Context: an optimization exercise on an open-source flow, tuned for small area, a short achievable clock period and few clock cycles per item. The choices shown serve that exercise and are no tape-out recipe. Only simulation tests tie the RTL to the original design; equivalence was not proved.

==> ember: inputs <==
==> flow/design.v (excerpt) <==
module divider_top (
  input  wire        clk,
  input  wire        rst,
  input  wire        start,
  input  wire [31:0] dividend,
  input  wire [31:0] divisor,
  output wire        ready,
  output reg         done,
  output reg  [31:0] quotient
);
==> module divider, before the edit <==
module divider #(parameter S = 8, parameter G = 4, parameter LOCAL = 0, parameter MUXF = 0, parameter PROP = 0, parameter P2MASK = 0) (
  input  wire [31:0]  rem_in,
  input  wire [31:0]  d,
  output wire [31:0]  rem_out,
  output wire [S-1:0] qbits
);
  localparam NG = 32 / G;
  localparam LV = (NG > 16) ? 5 : (NG > 8) ? 4 : (NG > 4) ? 3 : (NG > 2) ? 2 : 1;
  wire [31:0] r [0:S];
  assign r[0] = rem_in;
  genvar t, i, j, lv;
  generate
    for (t = 0; t < S; t = t + 1) begin : step
      localparam SH = S - 1 - t;
      localparam PR = ((P2MASK >> t) & 1) ? 2 : PROP;
      wire [31:0] y = d << SH;
      wire        ovf;
      if (SH > 0) begin : hi
        assign ovf = |d[31:32-SH];
      end else begin : nohi
        assign ovf = 1'b0;
      end
      wire [31:0] p = (PR == 0) ? (r[t] ~^ y) : (PR == 1) ? (r[t] | ~y) : (~r[t] | y);
      wire [31:0] g = (PR == 2) ? (~r[t] & y) : (r[t] & ~y);
      wire [NG:0] gc;
      wire [31:0] c;
      assign gc[0] = (PR == 2) ? 1'b0 : 1'b1;
      wire [NG-1:0] GGa, GPa;
      wire [NG-1:0] GL [0:LV];
      wire [NG-1:0] PL [0:LV];
      assign GL[0] = (PR == 2) ? GGa : {GGa[NG-1:1], GGa[0] | GPa[0]};
      assign PL[0] = GPa;
      for (lv = 0; lv < LV; lv = lv + 1) begin : lvl
        for (i = 0; i < NG; i = i + 1) begin : nd
          if ((i >> lv) & 1) begin : cmb
            localparam integer SRC = ((i >> lv) << lv) - 1;
            assign GL[lv+1][i] = GL[lv][i] | PL[lv][i] & GL[lv][SRC];
            assign PL[lv+1][i] = PL[lv][i] & PL[lv][SRC];
          end else begin : pass
            assign GL[lv+1][i] = GL[lv][i];
            assign PL[lv+1][i] = PL[lv][i];
          end
        end
      end
      for (i = 0; i < NG; i = i + 1) begin : grp
        wire [G-1:0] pg, gg;
        assign pg[0] = p[G*i];
        assign gg[0] = g[G*i];
        for (j = 1; j < G; j = j + 1) begin : pre
          assign gg[j] = g[G*i+j] | p[G*i+j] & gg[j-1];
          assign pg[j] = p[G*i+j] & pg[j-1];
        end
        assign GGa[i] = gg[G-1];
        assign GPa[i] = pg[G-1];
        if (LOCAL == 2) begin : pfx
          assign gc[i+1] = GL[LV][i];
        end else begin : rip
          assign gc[i+1] = gg[G-1] | pg[G-1] & gc[i];
        end
        assign c[G*i] = gc[i];
        for (j = 1; j < G; j = j + 1) begin : lc
          if (LOCAL == 0) begin : la
            assign c[G*i+j] = gg[j-1] | pg[j-1] & gc[i];
          end else begin : rp
            assign c[G*i+j] = g[G*i+j-1] | p[G*i+j-1] & c[G*i+j-1];
          end
        end
      end
      wire [31:0] diff = (PR == 0) ? (p ^ c) : (PR == 1) ? (r[t] ^ (~y ^ c)) : (r[t] ^ (y ^ c));
      wire        ge = ((PR == 2) ? ~gc[NG] : gc[NG]) & ~ovf;
      if (MUXF == 0) begin : mx
        assign r[t+1] = ge ? diff : r[t];
      end else begin : xm
        assign r[t+1] = r[t] ^ ({32{ge}} & (~y ^ c));
      end
      assign qbits[S-1-t] = ge;
    end
  endgenerate
  assign rem_out = r[S];
endmodule
==> module divider_top, before the edit <==
module divider_top (
  input  wire        clk,
  input  wire        rst,
  input  wire        start,
  input  wire [31:0] dividend,
  input  wire [31:0] divisor,
  output wire        ready,
  output reg         done,
  output reg  [31:0] quotient
);
  localparam S  = 8;
  localparam K  = (32 + S - 1) / S;           
  localparam CW = (K > 16) ? 5 : (K > 8) ? 4 : (K > 4) ? 3 : (K > 2) ? 2 : 1;
  reg  [31:0]   rem_r;     
  reg  [31:0]   d_r;       
  reg  [K-2:0]  nz_r;      
  reg  [CW-1:0] cnt_r;     
  reg           first_r;   
  reg           busy_r;
  reg           ready_r;
  wire [K-2:0] nz_in;
  genvar gi;
  generate
    for (gi = 0; gi < K - 1; gi = gi + 1) begin : chunk
      assign nz_in[gi] = |divisor[31 - S * gi : 32 - S * (gi + 1)];
    end
  endgenerate
  reg [CW-1:0] zf;
  integer c;
  always @(*) begin
    zf = K - 1;
    for (c = K - 2; c >= 0; c = c - 1)
      if (nz_r[c]) zf = c;
  end
  wire [CW-1:0] z   = first_r ? zf : {CW{1'b0}};
  wire [CW-1:0] cur = first_r ? zf : cnt_r;
  reg [31:0] dn;
  always @(*) begin
    dn = 32'd0;
    for (c = 0; c < K; c = c + 1)
      if (z == c) dn = d_r << (S * c);
  end
  wire [31:0]  rem_n;
  wire [S-1:0] qb;
  divider #(.S(S), .G(4), .LOCAL(0), .MUXF(1), .PROP(1), .P2MASK(0)) u_div (.rem_in(rem_r), .d(dn), .rem_out(rem_n), .qbits(qb));
  wire last   = (cur == 0);
  wire ld     = ~busy_r | last;              
  wire accept = start & ready_r & ~rst;
  always @(posedge clk) begin
    if (ld) begin
      rem_r <= dividend;
      d_r   <= divisor;
    end else begin
      rem_r <= rem_n;
      d_r   <= dn >> S;
    end
    nz_r    <= nz_in;
    cnt_r   <= cur - 1'b1;
    first_r <= ld;
    quotient <= (first_r ? 32'd0 : (quotient << S)) | qb;
  end
  always @(posedge clk) begin
    if (rst) begin
      busy_r  <= 1'b0;
      done    <= 1'b0;
      ready_r <= 1'b1;
    end else begin
      done <= busy_r & last;
      if (accept) begin
        busy_r  <= 1'b1;
        ready_r <= nz_in[0];
      end else begin
        busy_r  <= busy_r & ~last;
        ready_r <= ~busy_r | last | (cur == 1);
      end
    end
  end
  assign ready = ready_r;
endmodule
==> flow/config.mk <==
export PLATFORM = sky130hd
export DESIGN_NAME = divider_top
export DESIGN_NICKNAME = divider_top
export VERILOG_FILES = /design/flow/design.v
export SDC_FILE = /design/flow/constraint.sdc
export NUM_CORES = 4
export LEC_CHECK = 0
export ABC_AREA = 1
export CAP_MARGIN = 20
export CORE_MARGIN = 2
export CORE_UTILIZATION = 40
export SLEW_MARGIN = 20
==> flow/constraint.sdc <==
create_clock -name core_clock -period 130.0 [get_ports {clk}]
set_input_delay 26.0000 -clock core_clock [delete_from_list [all_inputs] [get_ports {clk}]]
set_output_delay 26.0000 -clock core_clock [all_outputs]
set_load 0.01 [all_outputs]
standard.sh (not shown) runs the stock make flow with config.mk's settings and CLKGATE_MAP_FILE= SYNTH_SCRIPT=/design/flow/synth_recipe.tcl, a recipe that flattens the netlist after the stock synthesis.
==> flow/flow/run.sh <==
#!/bin/bash
# The standard layout, with the port buffers made from the plain buffer cell
# (buf_1) rather than the delay buffer the resizer picks by default.
set -euo pipefail
export BUFFER_PORTS_ARGS="-buffer_cell sky130_fd_sc_hd__buf_1"
bash standard.sh > standard.log 2>&1
==> garnet: changes against ember <==
==> flow/design.v (replaced) <==
module divider #(parameter S = 8, parameter G = 4, parameter LOCAL = 0) (
  input  wire [31:0]  rem_in,
  input  wire [31:0]  d,
  output wire [31:0]  rem_out,
  output wire [S-1:0] qbits
);
  localparam NG = 32 / G;
  wire [31:0] r [0:S];
  assign r[0] = rem_in;
  genvar t, i, j;
  generate
    for (t = 0; t < S; t = t + 1) begin : step
      localparam SH = S - 1 - t;
      wire [31:0] y = d << SH;
      wire        ovf;
      if (SH > 0) begin : hi
        assign ovf = |d[31:32-SH];
      end else begin : nohi
        assign ovf = 1'b0;
      end
      wire [31:0] p = r[t] ~^ y;
      wire [31:0] g = r[t] & ~y;
      wire [NG:0] gc;
      wire [31:0] c;
      assign gc[0] = 1'b1;
      for (i = 0; i < NG; i = i + 1) begin : grp
        wire [G-1:0] pg, gg;
        assign pg[0] = p[G*i];
        assign gg[0] = g[G*i];
        for (j = 1; j < G; j = j + 1) begin : pre
          assign gg[j] = g[G*i+j] | p[G*i+j] & gg[j-1];
          assign pg[j] = p[G*i+j] & pg[j-1];
        end
        assign gc[i+1] = gg[G-1] | pg[G-1] & gc[i];
        assign c[G*i] = gc[i];
        for (j = 1; j < G; j = j + 1) begin : lc
          if (LOCAL == 0) begin : la
            assign c[G*i+j] = gg[j-1] | pg[j-1] & gc[i];
          end else begin : rp
            assign c[G*i+j] = g[G*i+j-1] | p[G*i+j-1] & c[G*i+j-1];
          end
        end
      end
      wire [31:0] diff = p ^ c;
      wire        ge = gc[NG] & ~ovf;
      assign r[t+1] = ge ? diff : r[t];
      assign qbits[S-1-t] = ge;
    end
  endgenerate
  assign rem_out = r[S];
endmodule
module divider_top (
  input  wire        clk,
  input  wire        rst,
  input  wire        start,
  input  wire [31:0] dividend,
  input  wire [31:0] divisor,
  output wire        ready,
  output reg         done,
  output reg  [31:0] quotient
);
  localparam S  = 8;
  localparam K  = (32 + S - 1) / S;           
  localparam CW = (K > 16) ? 5 : (K > 8) ? 4 : (K > 4) ? 3 : (K > 2) ? 2 : 1;
  reg  [31:0]   rem_r;     
  reg           first_r;   
  reg  [31:0]   d_r;       
  reg  [CW-1:0] cnt_r;     
  reg           busy_r;
  reg           ready_r;
  reg [CW-1:0] z;
  integer c;
  always @(*) begin
    z = K - 1;
    for (c = K - 2; c >= 0; c = c - 1)
      if ((divisor >> (32 - S * (c + 1))) != 32'd0) z = c;
  end
  wire [31:0] dnorm = divisor << (S * z);
  wire [31:0]  rem_n;
  wire [S-1:0] qb;
  divider #(.S(S), .G(4), .LOCAL(0)) u_div (.rem_in(rem_r), .d(d_r), .rem_out(rem_n), .qbits(qb));
  wire [31:0] q_n = (first_r ? 32'd0 : (quotient << S)) | qb;
  wire last   = (cnt_r == 0);
  wire accept = start & ready_r & ~rst;
  always @(posedge clk) begin
    if (ready_r) begin
      rem_r <= dividend;
      d_r   <= dnorm;
    end else begin
      rem_r <= rem_n;
      d_r   <= d_r >> S;
    end
    first_r  <= ready_r;
    quotient <= q_n;
  end
  always @(posedge clk) begin
    if (rst) begin
      busy_r  <= 1'b0;
      done    <= 1'b0;
      ready_r <= 1'b1;
      cnt_r   <= 0;
    end else begin
      done <= busy_r & last;
      if (accept) begin
        busy_r  <= 1'b1;
        cnt_r   <= z;
        ready_r <= (z == 0);
      end else begin
        busy_r  <= busy_r & ~last;
        cnt_r   <= cnt_r - 1'b1;
        ready_r <= ~busy_r | last | (cnt_r == 1);
      end
    end
  end
  assign ready = ready_r;
endmodule
==> flow/run.sh (new file) <==
#!/bin/bash
# synth_recipe.tcl (not shown) runs the flow's synth.tcl, then flattens the netlist and writes it again
# the make line also repeats each setting of config.mk as NAME=value (left out here)
make -C /OpenROAD-flow-scripts/flow DESIGN_CONFIG=/design/flow/config.mk WORK_HOME=/design/flow/orfs CLKGATE_MAP_FILE= SYNTH_SCRIPT=/design/flow/synth_recipe.tcl finish
--- a/flow/config.mk
+++ b/flow/config.mk
@@ -5,7 +5,6 @@
 export SDC_FILE = /design/flow/constraint.sdc
 export NUM_CORES = 4
 export LEC_CHECK = 0
-export ABC_AREA = 1
 export CAP_MARGIN = 20
 export CORE_MARGIN = 2
 export CORE_UTILIZATION = 40
removed: flow/flow/run.sh
removed: flow/standard.sh
==> raven: changes against ember <==
--- a/flow/design.v
+++ b/flow/design.v
@@ -1,4 +1,4 @@
-module divider #(parameter S = 8, parameter G = 4, parameter LOCAL = 0, parameter MUXF = 0, parameter PROP = 0, parameter P2MASK = 0) (
+module divider #(parameter S = 8, parameter G = 4, parameter LOCAL = 0) (
   input  wire [31:0]  rem_in,
   input  wire [31:0]  d,
   output wire [31:0]  rem_out,
@@ -12,7 +12,6 @@
   generate
     for (t = 0; t < S; t = t + 1) begin : step
       localparam SH = S - 1 - t;
-      localparam PR = ((P2MASK >> t) & 1) ? 2 : PROP;
       wire [31:0] y = d << SH;
       wire        ovf;
       if (SH > 0) begin : hi
@@ -20,15 +19,15 @@
       end else begin : nohi
         assign ovf = 1'b0;
       end
-      wire [31:0] p = (PR == 0) ? (r[t] ~^ y) : (PR == 1) ? (r[t] | ~y) : (~r[t] | y);
-      wire [31:0] g = (PR == 2) ? (~r[t] & y) : (r[t] & ~y);
+      wire [31:0] p = r[t] ~^ y;
+      wire [31:0] g = r[t] & ~y;
       wire [NG:0] gc;
       wire [31:0] c;
-      assign gc[0] = (PR == 2) ? 1'b0 : 1'b1;
+      assign gc[0] = 1'b1;
       wire [NG-1:0] GGa, GPa;
       wire [NG-1:0] GL [0:LV];
       wire [NG-1:0] PL [0:LV];
-      assign GL[0] = (PR == 2) ? GGa : {GGa[NG-1:1], GGa[0] | GPa[0]};
+      assign GL[0] = {GGa[NG-1:1], GGa[0] | GPa[0]};
       assign PL[0] = GPa;
       for (lv = 0; lv < LV; lv = lv + 1) begin : lvl
         for (i = 0; i < NG; i = i + 1) begin : nd
@@ -66,13 +65,9 @@
           end
         end
       end
-      wire [31:0] diff = (PR == 0) ? (p ^ c) : (PR == 1) ? (r[t] ^ (~y ^ c)) : (r[t] ^ (y ^ c));
-      wire        ge = ((PR == 2) ? ~gc[NG] : gc[NG]) & ~ovf;
-      if (MUXF == 0) begin : mx
-        assign r[t+1] = ge ? diff : r[t];
-      end else begin : xm
-        assign r[t+1] = r[t] ^ ({32{ge}} & (~y ^ c));
-      end
+      wire [31:0] diff = p ^ c;
+      wire        ge = gc[NG] & ~ovf;
+      assign r[t+1] = ge ? diff : r[t];
       assign qbits[S-1-t] = ge;
     end
   endgenerate
@@ -88,7 +83,7 @@
   output reg         done,
   output reg  [31:0] quotient
 );
-  localparam S  = 8;
+  localparam S  = 7;
   localparam K  = (32 + S - 1) / S;           
   localparam CW = (K > 16) ? 5 : (K > 8) ? 4 : (K > 4) ? 3 : (K > 2) ? 2 : 1;
   reg  [31:0]   rem_r;     
@@ -122,7 +117,7 @@
   end
   wire [31:0]  rem_n;
   wire [S-1:0] qb;
-  divider #(.S(S), .G(4), .LOCAL(0), .MUXF(1), .PROP(1), .P2MASK(0)) u_div (.rem_in(rem_r), .d(dn), .rem_out(rem_n), .qbits(qb));
+  divider #(.S(S), .G(4), .LOCAL(0)) u_div (.rem_in(rem_r), .d(dn), .rem_out(rem_n), .qbits(qb));
   wire last   = (cur == 0);
   wire ld     = ~busy_r | last;              
   wire accept = start & ready_r & ~rst;
==> flow_summary.json <==
{
  "status": "finished clean",
  "fin_cells": 3316,
  "p_clk_w": 0.0000324,
  "route.met2.wl_um": 23100,
  "clock_latency_ns": 0.41,
  "power_frac_seq_pct": 21.3,
  "synth.most_common_cell": "nand2_1",
  "switching_power_w": 0.0000829,
  "max_stage_delay_ns": 0.35,
  "r2r_cells": 145,
  "drt_iter0_markers": 1269,
  "fin_worst_skew_ns": 0.0294,
  "crit_path_start": "quotient[3]"
}
Source of the figures above: ember

==> flow_summary.json <==
{
  "drt_iter0_markers": 1002,
  "r2r_cells": 161,
  "status": "finished clean",
  "fin_cells": 2974,
  "p_clk_w": 0.0000322,
  "fin_worst_skew_ns": 0.0218,
  "route.met2.wl_um": 22900,
  "synth.most_common_cell": "nand2_1"
}
Source of the figures above: raven

==> flow_summary.json <==
{
  "drt_iter0_markers": 1385,
  "fin_cells": 2673,
  "status": "finished clean",
  "synth.most_common_cell": "ha_1",
  "clock_latency_ns": 0.40,
  "r2r_cells": 95,
  "route.met2.wl_um": 24500,
  "drtAntennaViolNets": 0,
  "p_clk_w": 0.0000323,
  "drc": 0,
  "fin_worst_skew_ns": 0.0202
}
Source of the figures above: garnet

Testbench counts of ember, summed over its fixed seeds: cycles 7,980, items 3,200.
Testbench counts of garnet, summed over its fixed seeds: cycles 7,980, items 3,200.
Testbench counts of raven, summed over its fixed seeds: cycles 8,917, items 3,200.

[afterwards: timing with drivers on the ports]
No port has a modelled driver above. Below, the same layouts with a new extraction and two added sets of constraints.
Step 1 sets driving cells, clkbuf_16 on the clock port and buf_2 on the other inputs (assumed; they add their load-dependent delay and slew).
Step 2, shift: input delay + t, output delay - t, t = (earliest + latest rising clock arrival at the registers) / 2. This alone moves slack from input paths to output paths.
a / b / c = ideal / step 1 / step 2; a / b = the first two.
run	t, ns	slack for setup (ns)	hold WS [ns]
ember	0.451	103.085 / 103.031 / 102.931	0.419 / 0.419 / 0.419
garnet	0.442	101.463 / 101.463 / 101.463	0.438 / 0.438 / 0.438
raven	0.429	103.050 / 103.002 / 102.936	0.406 / 0.406 / 0.406
After both steps every run listed still meets setup and hold. For ember, which loses most, drivers alone change the setup slack by -0.054 ns; drivers and shift together by -0.154 ns.
